This design comes from an exercise in tuning for small area on the open sky130 flow, not from production work.
The RTL was checked by simulation tests, not by an equivalence proof against the original design.
Power figures rest on the tool's default switching activity, not on a simulated workload.

==> flow/design.v (excerpt) <==
module alu16(clk, rst, a, b, ctrl, res, R15);
	input clk, rst;
	input [15:0] a, b;
	input [3:0] ctrl;
	output reg [15:0] res;
	output reg [15:0] R15;
	wire [15:0] sum, quo, rem;
	wire [31:0] prod;
	reg [15:0] res_d, R15_d;
	ALU u_alu(.a(a), .b(b), .ctrl(ctrl), .sum(sum), .prod(prod), .quo(quo), .rem(rem));
	always @(*) begin
		res_d = res;
		R15_d = R15;
		case (ctrl)
			4'd0, 4'd1: res_d = sum;
			4'd2: {R15_d, res_d} = prod;
			4'd3: begin res_d = quo; R15_d = rem; end
			4'd4: res_d = a & b;
			4'd5: res_d = a | b;
			default: ;
		endcase
	end
	always @(posedge clk, negedge rst) begin
		if (~rst) begin
			res <= 16'h0000;
			R15 <= 16'h0000;
		end
		else begin
			res <= res_d;
			R15 <= R15_d;
		end
	end
endmodule
Size in the first run: ~1800 cells after synthesis, roughly 32 flip-flops, ~70 I/O pins, ~14000 sq um of cells after synthesis.
export LEC_CHECK = 0
export CAP_MARGIN = 20
export CORE_MARGIN = 2
export CORE_UTILIZATION = 40
export CTS_BUF_LIST = sky130_fd_sc_hd__clkbuf_8
export GPL_ROUTABILITY_DRIVEN = 0
export SETUP_SLACK_MARGIN = -1.0
export SLEW_MARGIN = 20
export SYNTH_HIERARCHICAL = 1
export SYNTH_MINIMUM_KEEP_SIZE = 0
create_clock -name core_clock -period 40.0 [get_ports {clk}]
standard.sh (not shown) runs the stock make flow with config.mk's settings and CLKGATE_MAP_FILE= SYNTH_SCRIPT=/design/flow/synth_recipe.tcl, a recipe that flattens the netlist after the stock synthesis.
==> flow/flow/run.sh <==
#!/bin/bash
cp standard.sh standard_sh_copy.txt
export BUFFER_PORTS_ARGS="-buffer_cell sky130_fd_sc_hd__buf_1"
bash standard.sh > standard.log 2>&1
Change:
- CORE_UTILIZATION: 40 -> 45
- GPL_ROUTABILITY_DRIVEN: 0 -> default
Effect: Register-to-register slack gets worse by 0.03 ns. First-iteration DRC count drops by about a fifth. Via count drops by a few percent. Synthesized cell count is unchanged. Wire length drops slightly. Non-clock buffer count climbs by 23. Critical path depth does not change.
Change:
- CORE_UTILIZATION: 45 -> 40
- CTS_BUF_LIST: sky130_fd_sc_hd__clkbuf_8 -> default
- GPL_TIMING_DRIVEN: default -> 0
=>
- global-route usage went down by 2.6 points
- power goes up by 18%
- worst setup slack is worse by 0.14 ns
- non-clock buffer count came out higher by 26
- final cell count rose by 3.8%

run A:
alu16 again, from the RTL that the note above started with.
Settings: LEC_CHECK=0, CAP_MARGIN=20, CORE_MARGIN=2, CORE_UTILIZATION=30, SETUP_SLACK_MARGIN=-1.0, SLEW_MARGIN=20, SYNTH_HIERARCHICAL=1, SYNTH_MINIMUM_KEEP_SIZE=0; clock period 40.0 ns.
Scripts as last shown in full above: flow/flow/run.sh
Run A ended with every stage complete and zero timing, DRC or antenna violations.
The inputs of run B differ from those of run A as listed below.
-- flow/flow/run.sh --
<<< run A, line 4
>>> run B, line 4
export SKIP_GATE_CLONING=1
-- flow/config.mk --
<<< run A, line 10
export CORE_UTILIZATION = 30
>>> run B, line 10
export CORE_UTILIZATION = 40
export CTS_BUF_LIST = sky130_fd_sc_hd__clkbuf_8
Run A went all the way through the flow, and no timing, DRC or antenna check failed.
Run B did not stop at any stage, and its layout met the timing, design-rule and antenna checks.
Per the comparison of run B with run A, starting density of the core now sits higher; final instance area shrank by about 2.5%; area occupied by multi-input gates saw an increase; final period demand of the worst path now smaller.
For run A, the highest metal layer with signal wires was met5, unlike run B, where it was met4.
[run B] clock-cell share of area fell 0.22 points relative to run A
The post-route worst setup slack reported for run B is greater than that of run A by 0.13 ns.
Relative to run A, post-route total power has gone down in run B.
The global-route wire length before repair number comes out lower for run B vs run A.
Looking at area growth from synthesis to layout across run A and run B, the one that comes out higher is run A.
#### Input delta (run C over run B)
-- flow/flow/run.sh --
<<< run B, line 4
export SKIP_GATE_CLONING=1
>>> run C, line 4
-- flow/config.mk --
<<< run B, line 12
export SETUP_SLACK_MARGIN = -1.0
>>> run C, line 12
export SETUP_SLACK_MARGIN = -1.25
### Flow results
The setup slack on the worst flop-to-flop path of run C and that of run B are within noise of each other. Die area: run C vs run B identical. Run B and run C ended up with nearly the same wire length. Final worst slack: run C lower than run B. Looking at run B and run C, the residual overflow from global routing is a wash. Changes observed in run C relative to run B: cell count after synthesis now sits at about the same level, clock period minus worst slack rose by 0.16 ns.
[inputs] run D vs run C
-- flow/config.mk --
<<< run C, line 12
export SETUP_SLACK_MARGIN = -1.25
>>> run D, line 12
export SETUP_SLACK_MARGIN = -1.0
Notes after the runs:
- Compared run C against run D; met1 usage within noise.
- Run C → run D: post-route worst setup slack up 0.16 ns; area added between synthesis and finish flat; count of inserted antenna diode cells flat; number of DRC markers in iteration 0 down about 4%.
- Across run D and run C, the outcome is the same: a clean finish for every run.

Starting RTL as in the previous note.
Design alu16, start of the top module:
module alu16(clk, rst, a, b, ctrl, res, R15);
	input clk, rst;
	input [15:0] a, b;
	input [3:0] ctrl;
	output reg [15:0] res;
	output reg [15:0] R15;
	wire [15:0] sum, quo, rem;
	wire [31:0] prod;
	reg [15:0] res_d, R15_d;
	ALU u_alu(.a(a), .b(b), .ctrl(ctrl), .sum(sum), .prod(prod), .quo(quo), .rem(rem));
	always @(*) begin
		res_d = res;
		R15_d = R15;
		case (ctrl)
			4'd0, 4'd1: res_d = sum;
			4'd2: {R15_d, res_d} = prod;
			4'd3: begin res_d = quo; R15_d = rem; end
			4'd4: res_d = a & b;
			4'd5: res_d = a | b;
			default: ;
		endcase
	end
	always @(posedge clk, negedge rst) begin
		if (~rst) begin
			res <= 16'h0000;
			R15 <= 16'h0000;
		end
		else begin
			res <= res_d;
			R15 <= R15_d;
		end
	end
endmodule
==> flow/config.mk <==
export PLATFORM = sky130hd
export DESIGN_NAME = alu16
export DESIGN_NICKNAME = alu16
export VERILOG_FILES = /design/flow/design.v
export SDC_FILE = /design/flow/constraint.sdc
export NUM_CORES = 4
export LEC_CHECK = 0
export CAP_MARGIN = 20
export CORE_MARGIN = 2
export CORE_UTILIZATION = 40
export CTS_BUF_LIST = sky130_fd_sc_hd__clkbuf_8
export SETUP_SLACK_MARGIN = -1.0
export SLEW_MARGIN = 20
export SYNTH_HIERARCHICAL = 1
export SYNTH_MINIMUM_KEEP_SIZE = 0
export TNS_END_PERCENT = 0
==> flow/constraint.sdc <==
create_clock -name core_clock -period 40.0 [get_ports {clk}]
set_input_delay 8.0000 -clock core_clock [delete_from_list [all_inputs] [get_ports {clk}]]
set_output_delay 8.0000 -clock core_clock [all_outputs]
set_load 0.01 [all_outputs]
==> flow/flow/run.sh <==
#!/bin/bash
cp standard.sh standard_sh_copy.txt
export BUFFER_PORTS_ARGS="-buffer_cell sky130_fd_sc_hd__buf_1"
bash standard.sh > standard.log 2>&1
Rerun with:
Settings changed: CTS_BUF_LIST sky130_fd_sc_hd__clkbuf_8 to not set, TNS_END_PERCENT 0 to not set.
The changed run produced a clean layout.
Setup slack gets worse by 0.12 ns.
Clock-buffer cell count does not change.
Sequential share of layout area stays flat.
Final cell count stays the same.
Routed wire length hardly moves.
Total power rose by about 1.3%.
Area after synthesis is unchanged.
Clock skew is unchanged.
Die area does not change.
Non-clock buffer count is unchanged.
Rerun with:
Settings changed: CTS_BUF_LIST set to sky130_fd_sc_hd__clkbuf_8, PLACE_DENSITY set to 0.5.
Outcome:
- The changed run finished clean
- routed wire length grows by 4.8%
- die area does not change
- worst setup slack gets better by 0.37 ns
- power decreases by 2.3%
- core utilization is higher by 0.23 points

-- port drivers added, routing unchanged --
Ports are ideal in the flow. The routed layouts listed here were re-timed in OpenROAD. Step 1 assumes that a clkbuf_16 drives the clock port and a buf_2 every other input. Step 2 also shifts input and output timing later by t, the mid clock arrival at the registers, as if the neighbouring blocks saw the same clock. Three values: no drivers, after step 1, after step 2; two values: the first two.
run	t (ns)	setup WS [ns]	latest minus earliest clock arrival (ns)
the first run of note 1	0.343	1.276 / 1.289 / 0.946	0.012 / 0.013
the second run of note 1	0.350	1.239 / 1.239 / 0.888	0.013 / 0.013
the third run of note 1	0.334	1.096 / 1.119 / 0.785	0.007 / 0.006
run A	0.338	1.148 / 1.120 / 0.783	0.005 / 0.005
run B	0.343	1.276 / 1.289 / 0.946	0.012 / 0.013
run C	0.347	1.112 / 1.096 / 0.749	0.012 / 0.012
run D	0.343	1.276 / 1.289 / 0.946	0.012 / 0.013
the first run of note 3	0.343	1.276 / 1.289 / 0.946	0.012 / 0.013
the second run of note 3	0.333	1.161 / 1.181 / 0.848	0.007 / 0.007
the third run of note 3	0.355	1.526 / 1.531 / 1.176	0.012 / 0.012
After both steps every run listed still meets setup and hold. The setup slack of run A, which loses most, moves by -0.028 ns with the drivers and by -0.365 ns with both steps.
